Source: an optimization exercise on an open RTL-to-GDS flow (aim: small area). Production flows keep margins and buffers that such runs may drop.
In this exercise RTL edits were held to simulation tests only and were not proved equivalent to the original.
Power figures rest on the tool's default switching activity, not on a simulated workload.

[run.sh]
#!/bin/bash
# synth_recipe.tcl (not shown) runs the flow's synth.tcl, then flattens the netlist and writes it again
# the make line also repeats each setting of config.mk as NAME=value (left out here)
make -C /OpenROAD-flow-scripts/flow DESIGN_CONFIG=/design/flow/config.mk WORK_HOME=/design/flow/orfs CLKGATE_MAP_FILE= SYNTH_SCRIPT=/design/flow/synth_recipe.tcl finish
[config.mk]
export PLATFORM = sky130hd
export DESIGN_NAME = cross_bar_top
export DESIGN_NICKNAME = cross_bar_top
export VERILOG_FILES = /design/flow/design.v
export SDC_FILE = /design/flow/constraint.sdc
export NUM_CORES = 4
export LEC_CHECK = 0
export CAP_MARGIN = 20
export CORE_AREA = 6 6 294 294
export DIE_AREA = 0 0 300 300
export SLEW_MARGIN = 20
[constraint.sdc]
create_clock -name core_clock -period 5.0 [get_ports {clk}]
set_input_delay 1.0000 -clock core_clock [delete_from_list [all_inputs] [get_ports {clk}]]
set_output_delay 1.0000 -clock core_clock [all_outputs]
set_load 0.01 [all_outputs]
[design.v]
module cross_bar_rr_arbiter
#(
    parameter MASTER_N = 4  
)
(
    input  wire                  clk,
    input  wire                  aresetn,
    input  wire [MASTER_N - 1: 0] req,
    output reg  [MASTER_N - 1: 0] grant
);
reg  [MASTER_N - 1: 0] rotate_ptr;
wire [MASTER_N - 1: 0] mask_req;
wire [MASTER_N - 1: 0] mask_grant;
wire [MASTER_N - 1: 0] grant_comb;
wire                   nomask_req;
wire [MASTER_N - 1: 0] nomask_grant;
wire                   update_ptr;
reg [MASTER_N - 1: 0] rsync0;
always @(posedge clk or negedge aresetn)
  if (!aresetn)
      rsync0 <= {MASTER_N{1'b0}};
  else
      rsync0 <= req;
reg [MASTER_N - 1: 0] rsync1;
always @(posedge clk or negedge aresetn)
  if (!aresetn)
      rsync1 <= {MASTER_N{1'b0}};
  else
      rsync1 <= rsync0;
reg [MASTER_N - 1: 0] rsync2;
always @(posedge clk or negedge aresetn)
  if (!aresetn)
      rsync2 <= {MASTER_N{1'b0}};
  else
      rsync2 <= rsync1;
wire [MASTER_N - 1: 0] rsync;
assign rsync = ~rsync1 & rsync2;               
reg lsync0;
always @(posedge clk or negedge aresetn)
  if (!aresetn)
      lsync0 <= 1'b0;
  else
      lsync0 <= |req;
reg lsync1;
always @(posedge clk or negedge aresetn)
  if (!aresetn)
      lsync1 <= 1'b0;
  else
      lsync1 <= lsync0;
reg lsync2;
always @(posedge clk or negedge aresetn)
  if (!aresetn)
      lsync2 <= 1'b0;
  else
      lsync2 <= lsync1;
wire   lsync;
assign lsync = lsync1 & ~lsync2;               
wire   roll;
assign roll = |rsync | lsync;
assign update_ptr = |grant[MASTER_N - 1: 0];
always @(posedge clk or negedge aresetn)
  if (!aresetn)
  begin
      rotate_ptr[0] <= 1'b1;
      rotate_ptr[1] <= 1'b1;
  end
  else if (update_ptr)
  begin
      rotate_ptr[0] <= grant[MASTER_N - 1];
      rotate_ptr[1] <= grant[MASTER_N - 1] | grant[0];
  end
genvar i;
generate
  for (i = 2; i < MASTER_N; i = i + 1) begin: rotate_ptr_gen
      always @(posedge clk or negedge aresetn)
        if (!aresetn)
            rotate_ptr[i] <= 1'b1;
        else if (update_ptr)
            rotate_ptr[i] <= grant[MASTER_N - 1] | (|grant[i - 1: 0]);
  end
endgenerate
assign mask_req[MASTER_N - 1: 0] = req[MASTER_N - 1: 0] & rotate_ptr[MASTER_N - 1: 0];
assign mask_grant[0] = mask_req[0];
generate
  for (i = 1; i < MASTER_N; i = i + 1) begin: mask_grant_gen
      assign mask_grant[i] = (~(|mask_req[i - 1: 0])) & mask_req[i];
  end
endgenerate
assign nomask_grant[0] = req[0];
generate
  for (i = 1; i < MASTER_N; i = i + 1) begin: nomask_grant_gen
      assign nomask_grant[i] = (~(|req[i - 1: 0])) & req[i];
  end
endgenerate
assign nomask_req = ~(|mask_req[MASTER_N - 1: 0]);
assign grant_comb[MASTER_N - 1: 0] = mask_grant[MASTER_N - 1: 0] |
                                  (nomask_grant[MASTER_N - 1: 0] & {MASTER_N{nomask_req}});
always @(posedge clk or negedge aresetn)
  if (!aresetn)
      grant[MASTER_N - 1: 0] <= {MASTER_N{1'b0}};
  else if (roll)
      grant[MASTER_N - 1: 0] <= grant_comb[MASTER_N - 1: 0] & ~grant[MASTER_N - 1: 0];
endmodule
module cross_bar_master
#(
    parameter SLAVE_N = 4,
    parameter DATA_W  = 32
)
(
    output reg                            master_ack,
    output reg  [DATA_W - 1: 0]           master_rdata,
    input  wire [SLAVE_N - 1: 0]          slave_ack,
    input  wire [SLAVE_N * DATA_W - 1: 0] slave_rdata,
    input  wire [SLAVE_N - 1: 0]          sgrant
);
integer index;
always @*
begin
    master_ack   =         1'b0;
    master_rdata = {DATA_W{1'b0}};
    for (index = 0; index < SLAVE_N; index = index + 1)
    begin
        master_ack   = master_ack   | (        sgrant[index]   &   slave_ack[index]);
        master_rdata = master_rdata | ({DATA_W{sgrant[index]}} & slave_rdata[index * DATA_W +: DATA_W]);
    end
end
endmodule
module cross_bar_slave
#(
    parameter MASTER_N = 4,
    parameter SLAVE_N  = 4,
    parameter SLAVE_W  = 2,
    parameter ADDR_W   = 32,
    parameter DATA_W   = 32
)
(
    input  wire                             clk,
    input  wire                             aresetn,
    input  wire [MASTER_N - 1: 0]           master_req,
    input  wire [MASTER_N * ADDR_W - 1: 0]  master_addr,
    input  wire [MASTER_N - 1: 0]           master_cmd,
    input  wire [MASTER_N * DATA_W - 1: 0]  master_wdata,
    output reg                              slave_req,
    output reg  [ADDR_W - 1: 0]             slave_addr,
    output reg                              slave_cmd,
    output reg  [DATA_W - 1: 0]             slave_wdata,
    input  wire [SLAVE_N - 1: 0]            saddr,                       
    output wire [MASTER_N * SLAVE_N - 1: 0] msgrant
);
wire [MASTER_N - 1: 0] req;
wire [MASTER_N - 1: 0] grant;
genvar i;
generate
  for (i = 0; i < MASTER_N; i = i + 1) begin: req_gen
      assign req[i] =
                  (master_req[i] && saddr == (1 << master_addr[i * ADDR_W + ADDR_W - 1 -: SLAVE_W])) ? 1'b1 : 1'b0;
  end
endgenerate
cross_bar_rr_arbiter #(.MASTER_N(MASTER_N)) arbiter (
                              .clk     (clk),
                              .aresetn (aresetn),
                              .req     (req),
                              .grant   (grant)
                             );
integer index;
always @*
begin
    slave_req   =         1'b0;
    slave_addr  = {ADDR_W{1'b0}};
    slave_cmd   =         1'b0;
    slave_wdata = {DATA_W{1'b0}};
    for (index = 0; index < MASTER_N; index = index + 1)
    begin
        slave_req   = slave_req   | (        grant[index]   &   master_req[index]);
        slave_addr  = slave_addr  | ({ADDR_W{grant[index]}} &  master_addr[index * ADDR_W +: ADDR_W]);
        slave_cmd   = slave_cmd   | (        grant[index]   &   master_cmd[index]);
        slave_wdata = slave_wdata | ({DATA_W{grant[index]}} & master_wdata[index * DATA_W +: DATA_W]);
    end
end
generate
  for (i = 0; i < MASTER_N; i = i + 1) begin: msgrant_gen
      assign msgrant[i * SLAVE_N +: SLAVE_N] = (grant[i]) ? saddr : {SLAVE_N{1'b0}};
  end
endgenerate
endmodule
module cross_bar_top
(
    input  wire           clk,
    input  wire           aresetn,
    input  wire [3:0]     master_req,
    input  wire [127:0]   master_addr,
    input  wire [3:0]     master_cmd,
    input  wire [127:0]   master_wdata,
    output wire [3:0]     master_ack,
    output wire [127:0]   master_rdata,
    output wire [3:0]     slave_req,
    output wire [127:0]   slave_addr,
    output wire [3:0]     slave_cmd,
    output wire [127:0]   slave_wdata,
    input  wire [3:0]     slave_ack,
    input  wire [127:0]   slave_rdata
);
localparam MASTER_N = 4;                   
localparam SLAVE_N  = 4;                   
localparam SLAVE_W  = 2;                   
localparam ADDR_W   = 32;
localparam DATA_W   = 32;
wire [MASTER_N * SLAVE_N - 1: 0] msgrant [SLAVE_N - 1: 0];
reg  [MASTER_N * SLAVE_N - 1: 0] sgrant;
integer index;
always @*
begin
    sgrant = 0;
    for (index = 0; index < SLAVE_N; index = index + 1)
    begin
        sgrant = sgrant | msgrant[index];
    end
end
genvar i;
generate
  for (i = 0; i < MASTER_N; i = i + 1) begin: master_instance_gen
      cross_bar_master #(.SLAVE_N(SLAVE_N), .DATA_W(DATA_W)) mst (
                              .master_ack   (master_ack[i]),
                              .master_rdata (master_rdata[i * DATA_W +: DATA_W]),
                              .slave_ack    (slave_ack),
                              .slave_rdata  (slave_rdata),
                              .sgrant       (sgrant[i * SLAVE_N +: SLAVE_N])
                           );
  end
endgenerate
wire [SLAVE_N - 1: 0] saddr [SLAVE_N - 1: 0];
generate
  for (i = 0; i < SLAVE_N; i = i + 1) begin: slave_instance_gen
      assign saddr[i] = 1 << i;
      cross_bar_slave #(.MASTER_N(MASTER_N), .SLAVE_N(SLAVE_N), .SLAVE_W(SLAVE_W),
                        .ADDR_W(ADDR_W), .DATA_W(DATA_W)) slv (
                              .clk          (clk),
                              .aresetn      (aresetn),
                              .master_req   (master_req),
                              .master_addr  (master_addr),
                              .master_cmd   (master_cmd),
                              .master_wdata (master_wdata),
                              .slave_req    (slave_req[i]),
                              .slave_addr   (slave_addr[i * ADDR_W +: ADDR_W]),
                              .slave_cmd    (slave_cmd[i]),
                              .slave_wdata  (slave_wdata[i * DATA_W +: DATA_W]),
                              .saddr        (saddr[i]),  
                              .msgrant      (msgrant[i])
                           );
  end
endgenerate
endmodule
==> flow_summary.yaml, run 1 <==
global_routing:
  grt_pass1_vias: 17410
  grt_antenna_before_repair: 13
  grt_max_degree: 68
  grt_overflow_total: 0
  grt_usage_pct: 20.93
  grt_pass1_wl_um: 140300
clock_tree:
  root_buffer: "clkbuf_16"
  cts_setup_buffers: 0
  cts_tree: "yes"
  clk_pin_slew_ns: 0.07
  cts_resized: 0
  cts_buffers: 9
  ctsHoldBuffers: 0
  clock-sinks: 92
  htree_levels: 3
  worstSkewPairLatency_ns: 0.35
  clock_path_buffers: 2
placement:
  dp_hpwl_um: 78670
  placed_cells: 3381
  placed_area_um2: 20910
  place_congestion: 0.9577
  port_buffers: 793
logic_synthesis:
  yosys_warnings: 4
  ys_seq_area_share_pct: 19.75
  synthCells: 1664
  netlist_area_um2: 11760
  yosysUniqueCellTypes: 60
  synth_flop_cell: "dfrtp_1"
  ys_ff_latch: 92
  yosys-top-cells-area: "a22oi_1 51%, dfrtp_1 16%, nand2_1 13%"
  synth.avg_cell_area_um2: 7.065
  synth_edf_count: 0
  yosysTopAreaCell: "a22oi_1"
  yosysTopAreaCellShare_pct: 50.77
  synthArstFlopShare_pct: 100.0
  syn_nets: 2062
power_and_ir_drop:
  power.total_mw: 6.116
  p_leak_nw: 8.433
  power_density_nw_per_um2: 287.5
  ir_drop_mv: 0.1673
critical_path:
  cp_max_fo: 45
  cp-end-kind: "primary output"
  cp_data_arrival_time_ns: 2.90
  path_class: "register to primary output"
  required_ns: 4.00
  startpoint_type: "register"
timing:
  maxClockFrequency_ghz: 0.2562
  rsz0062_at_grt: "no"
  fin_skew_ns: 0.005327
  hold_viol: 0
  finalCritPeriodShare_pct: 78.06
  finalSetupTns_ns: 0
  drv_slew: 0
  setup_viol: 0
  worst_pin_slew_ns: 0.9839
  maxSlewHeadroom_pct: 34.40
  period_needed_ns: 3.903
layout:
  nNetsFinal: 2720
  final_common_cell: "a22oi_1"
  layoutNonFillerInstCount: 3407
  fillers: 8964
  drive_above_1_share_pct: 5.415
  final_core_util_pct: 25.91
  synthToLayoutAreaGrowth_pct: 80.97
  final_cell_mix: "795 x a22oi_1, 792 x clkdlybuf4s50_1, 409 x nand2_1, 60 x dfrtp_1, 46 x buf_4"
  seq_area_um2: 2382
  fin_area_um2: 21280
  multiInputGateArea_um2: 8416
routing:
  drt.antenna.violating_nets: 0
  wl_per_cell_um: 30.01
  drcViolationCount: 0
  drt-total-wl_um: 102200
  vias_per_cell: 5.370
  drtIter0Drc: 2199
  drt_pass1_iterations: 6
  via_count: 18300
floorplan:
  row_count: 105
  ios: 794
  core_um2: 82110
  dieArea_um2: 90000
  die_h_um: 300
  start_util_pct: 14.32
  die_x_um: 300
min_path:
  hold_class: "register to register"
flow_run:
  cap_violations: 0
run_status:
  status: "timing/DRC/antenna clean"
area by class of cell:
type	count	area share (%)
Tap cell	1070	6.293
Timing Repair Buffer	856	40.58
Sequential cell	92	11.20
Clock buffer	9	1.059
Inverter	37	0.6528
Clock inverter	7	0.5469
Multi-Input combinational cell	1326	39.56
Antenna cell	10	0.1176
path summary, 6_finish.rpt:
kind                                                                  from  slack, ns                                              end  cells past startpoint
min in group asynchronous                                          aresetn       0.74      slave_instance_gen[3].slv.arbiter.rsync2[3]                      1
worst max-delay path            slave_instance_gen[2].slv.arbiter.grant[2]       1.10                                  slave_wdata[68]                      4
max in group asynchronous                                          aresetn       3.32  slave_instance_gen[0].slv.arbiter.rotate_ptr[0]                      2
worst min register to register    slave_instance_gen[3].slv.arbiter.lsync0       0.35         slave_instance_gen[3].slv.arbiter.lsync1                      0
worst min-delay path              slave_instance_gen[3].slv.arbiter.lsync0       0.35         slave_instance_gen[3].slv.arbiter.lsync1                      0
worst max register to register  slave_instance_gen[2].slv.arbiter.grant[2]       3.21  slave_instance_gen[2].slv.arbiter.rotate_ptr[1]                      3
worst max-delay path, stage by stage, from the launching register on:
cell	delay, ns
dfrtp_4	0.97
buf_4	0.46
a22oi_1	0.14
nand2_1	0.09
clkdlybuf4s50_1	0.81
power breakdown:
part / switching (mW) / internal (mW)
Sequential: 0.322 / 0.869
Clock: 0.314 / 0.453
Combinational: 2.17 / 1.99
Total: 2.81 / 3.31
per-layer routing:
layer	vias up	routed length (um)	GRT usage, %
met5	-	43	0
met4	6	2540	4.378
met3	138	11060	6.491
met2	1313	46420	33.09
met1	8968	42180	28.18
li1	7871	-	-
kinds of logic (layout without fill, tap and decap cells):
logic type / after synthesis / in the layout / synth area share (%)
mux: 4 / 4 / 0.3831
other cells: 0 / 10 / 0
compound gates: 851 / 851 / 54.57
flops: 92 / 92 / 19.75
buf+inv: 246 / 909 / 8.663
simple gates: 471 / 471 / 16.63
registers in the layout (all words and copies together), names as in the netlist:
register                                   count
slave_instance_gen.slv.arbiter.grant          16
slave_instance_gen.slv.arbiter.rotate_ptr     16
slave_instance_gen.slv.arbiter.rsync0         16
slave_instance_gen.slv.arbiter.rsync1         16
slave_instance_gen.slv.arbiter.rsync2         16
slave_instance_gen.slv.arbiter.lsync0          4
slave_instance_gen.slv.arbiter.lsync1          4
slave_instance_gen.slv.arbiter.lsync2          4
cells in the mapped netlist (3+ instances only):
master     number
a211o_1         4
a211oi_1        3
a21oi_1         6
a222oi_1        3
a22o_1          5
a22oi_1       795
a31oi_1         5
a32o_1          6
and2_1          3
buf_1          30
buf_2          16
buf_4          18
clkbuf_1      144
dfrtp_1        76
dfstp_2        16
inv_1          36
mux2_2          3
nand2_1       409
nand3_1         6
nand3b_1        5
nand4b_1        4
nor2_1         13
nor3_1          4
nor3b_1         3
o21ai_0         3
o2bb2ai_1       3
through the flow:
stage | worst slack (ns) | hold WS, ns
global placement | 1.129 | 0.3312
CTS | 1.117 | 0.3492
floorplan | 2.493 | 0.3312
finish | 1.097 | 0.3489
detailed placement | 1.120 | 0.3347
global route | 1.002 | 0.3543
==> inputs of run 2 (changes only) <==
==> flow/run.sh (new file) <==
#!/bin/bash
# Standard layout, with every port buffered by the smallest buffer (buf_1) instead of the default
# choice.
set -euo pipefail
export BUFFER_PORTS_ARGS="-buffer_cell sky130_fd_sc_hd__buf_1"
bash standard.sh > standard.log 2>&1
==> standard.sh (new file) <==
#!/bin/bash
# synth_recipe.tcl (not shown) runs the flow's synth.tcl, then flattens the netlist and writes it again
# the make line also repeats each setting of config.mk as NAME=value (left out here)
make -C /OpenROAD-flow-scripts/flow DESIGN_CONFIG=/design/flow/config.mk WORK_HOME=/design/flow/orfs CLKGATE_MAP_FILE= SYNTH_SCRIPT=/design/flow/synth_recipe.tcl "${@:-finish}"
removed: run.sh
==> run 2 against run 1 <==
Against the previous run: sequential cell count is the same; synthesized area is the same; critical path depth shrank 1; highest routed layer unchanged; cell area shrank 25%; worst hold slack lost 0.0044 ns.
==> flow_summary.yaml, run 2 <==
run_status:
  status: "timing/DRC/antenna clean"
routing:
  drt.antenna.violating_nets: 0
  wl_per_cell_um: 28.14
  wl_met1_um: 38010
  drt-total-wl_um: 95170
  drcViolationCount: 0
  drtIter0Drc: 2462
  drt_pass1_iterations: 7
  via_count: 18370
  dr.max_layer_used: "met5"
  vias_per_cell: 5.432
  route.met2.wl_um: 42890
  wl_met3_um: 11320
logic_synthesis:
  yosysMostFrequentCell: "a22oi_1"
  ys_ff_latch: 92
  synth_flop_cell: "dfrtp_1"
  synth.avg_cell_area_um2: 7.065
  ys_seq_area_share_pct: 19.75
  syn_nets: 2062
  yosysUniqueCellTypes: 60
  synthArstFlopShare_pct: 100.0
  synth_edf_count: 0
  yosys-top-cells-area: "a22oi_1 51%, dfrtp_1 16%, nand2_1 13%"
  synthCells: 1664
  netlist_area_um2: 11760
  yosys_warnings: 4
  yosysTopAreaCellShare_pct: 50.77
  synth_common_cells: "795 x a22oi_1, 409 x nand2_1, 144 x clkbuf_1, 76 x dfrtp_1, 36 x inv_1"
  yosysTopAreaCell: "a22oi_1"
timing:
  drv_slew: 0
  maxClockFrequency_ghz: 0.2899
  hold_viol: 0
  finalSetupTns_ns: 0
  rsz0062_at_grt: "no"
  maxSlewHeadroom_pct: 24.55
  worst_pin_slew_ns: 1.132
  period_needed_ns: 3.449
  setup_viol: 0
  fin_skew_ns: 0.006684
  finalCritPeriodShare_pct: 68.98
power_and_ir_drop:
  power_density_nw_per_um2: 302.4
  ir_drop_mv: 0.1707
  netSwitchingPower_mw: 2.680
  swShare_pct: 55.43
  seqPwrFrac_pct: 25.2
  pwr-share-comb_pct: 61.4
  cellInternalPower_mw: 2.154
  p_leak_nw: 6.195
  p_clk_share_pct: 13.4
critical_path:
  cp_max_fo: 70
  cp_data_arrival_time_ns: 2.45
  startpoint_type: "register"
  critical_path.cell_chain: "a22oi_1 > nand2_1 > buf_1"
  cp-end-kind: "primary output"
  required_ns: 4.00
  cpLargestDelayFamily: "flip-flops"
  path_class: "register to primary output"
  cpPeakStageDelay_ns: 1.07
  cp_slowest_cell: "dfrtp_4"
  cp_num_buf_inv: 1
layout:
  fillers: 9482
  fin_area_um2: 15980
  nNetsFinal: 2688
  final_common_cell: "a22oi_1"
  final_cell_mix: "795 x a22oi_1, 792 x buf_1, 409 x nand2_1, 60 x dfrtp_1, 36 x inv_1"
  synthToLayoutAreaGrowth_pct: 35.95
  drive_above_1_share_pct: 4.052
floorplan:
  core_um2: 82110
  start_util_pct: 14.32
  dieArea_um2: 90000
  die_x_um: 300
  die_h_um: 300
  row_count: 105
  ios: 794
flow_run:
  cap_violations: 0
clock_tree:
  htree_levels: 3
  cts_tree: "yes"
  ctsHoldBuffers: 0
  clock-sinks: 92
  cts_setup_buffers: 0
  root_buffer: "clkbuf_16"
  worstSkewPairLatency_ns: 0.34
  cts_buffers: 9
  clock_path_buffers: 2
  cts_resized: 0
  clk_pin_slew_ns: 0.07
global_routing:
  grt_usage_pct: 19.44
  grt_max_degree: 74
  grt_overflow_total: 0
  grt_pass1_vias: 17420
  grt_antenna_before_repair: 23
  grt_pass1_wl_um: 132000
placement:
  port_buffers: 793
  place_congestion: 0.9425
  dp_hpwl_um: 74520
  placed_area_um2: 15650
min_path:
  hold_class: "register to register"
## run 2: cell counts after synthesis
Identical to the previous run, type by type.
## run 2: cells by family (layout without fill, tap and decap cells)
group	Yosys count	in the layout	synth area share [%]
flip-flops	92	92	19.75
AND/OR/NAND/NOR	471	471	16.63
buffers and inverters	246	877	8.663
AO/OA/AOI/OAI	851	851	54.57
other	0	17	0
multiplexers	4	4	0.3831
## run 2: area by class of cell
type	count	area [um^2]	area share (%)
Multi-Input combinational cell	1326	8416	52.65
Antenna cell	17	42.54	0.2662
Inverter	37	138.9	0.8690
Clock buffer	12	256.5	1.605
Clock inverter	4	32.53	0.2035
Sequential cell	92	2382	14.91
Timing Repair Buffer	824	3376	21.12
Tap cell	1070	1339	8.376
## run 2: per-stage QoR
step | util [%] | std cells | total power [mW] | hold slack (ns) | setup slack, ns
floorplan | - | 1664 | 2.560 | 0.3312 | 2.493
global placement | 19.06 | 3349 | 4.182 | 0.3320 | 1.437
detailed placement | 19.06 | 3349 | 4.187 | 0.3347 | 1.418
CTS | 19.41 | 3365 | 4.846 | 0.3474 | 1.316
global route | 19.43 | 3370 | 5.102 | 0.3487 | 1.303
finish | 19.47 | 3382 | 4.834 | 0.3445 | 1.551
## run 2: final timing paths
kind	from	end	slack (ns)	depth (start not counted)
max reg2reg	slave_instance_gen[3].slv.arbiter.grant[1]	slave_instance_gen[3].slv.arbiter.rotate_ptr[3]	2.79	3
max	slave_instance_gen[2].slv.arbiter.grant[0]	slave_wdata[85]	1.55	3
max in group asynchronous	aresetn	slave_instance_gen[2].slv.arbiter.rotate_ptr[0]	3.35	2
min reg2reg	slave_instance_gen[3].slv.arbiter.rsync0[0]	slave_instance_gen[3].slv.arbiter.rsync1[0]	0.34	0
min in group asynchronous	aresetn	slave_instance_gen[0].slv.arbiter.rsync2[1]	0.77	1
min	slave_instance_gen[3].slv.arbiter.rsync0[0]	slave_instance_gen[3].slv.arbiter.rsync1[0]	0.34	0
## run 2: per-layer routing
layer	vias up	GRT usage, %
li1	7812	-
met1	8905	25.34
met2	1458	31.21
met3	182	6.477
met4	14	4.542
met5	-	0
## run 2: power groups by stage
stage | clock network [mW] | logic [mW] | registers, mW
2_1_floorplan | 0 | 1.65 | 0.914
3_3_place_gp | 0 | 2.95 | 1.23
3_5_place_dp | 0 | 2.96 | 1.23
4_1_cts | 0.661 | 2.97 | 1.22
5_1_grt | 0.692 | 3.17 | 1.24
6_report | 0.647 | 2.97 | 1.22

## re-timing with driven ports
Ports are ideal in the flow. The routed layouts listed here were re-timed in OpenROAD.
Step 1 assumes that a clkbuf_16 drives the clock port and a buf_2 every other input.
Step 2 also shifts input and output timing later by t, the mid clock arrival at the registers, as if the neighbouring blocks saw the same clock.
Slacks: no drivers / after step 1 / after step 2; pairs: no drivers / after step 1.
run | t (ns) | setup slack, ns | worst setup path after step 2 | worst slew at a driven data input, ns | cell pins on the clock port's net
run 1 | 0.385 | 1.097 / 1.055 / 1.184 | input to output | 0.15 | 1
run 2 | 0.374 | 1.551 / 1.511 / 1.621 | input to output | 0.19 | 1
After both steps every run listed still meets setup and hold.
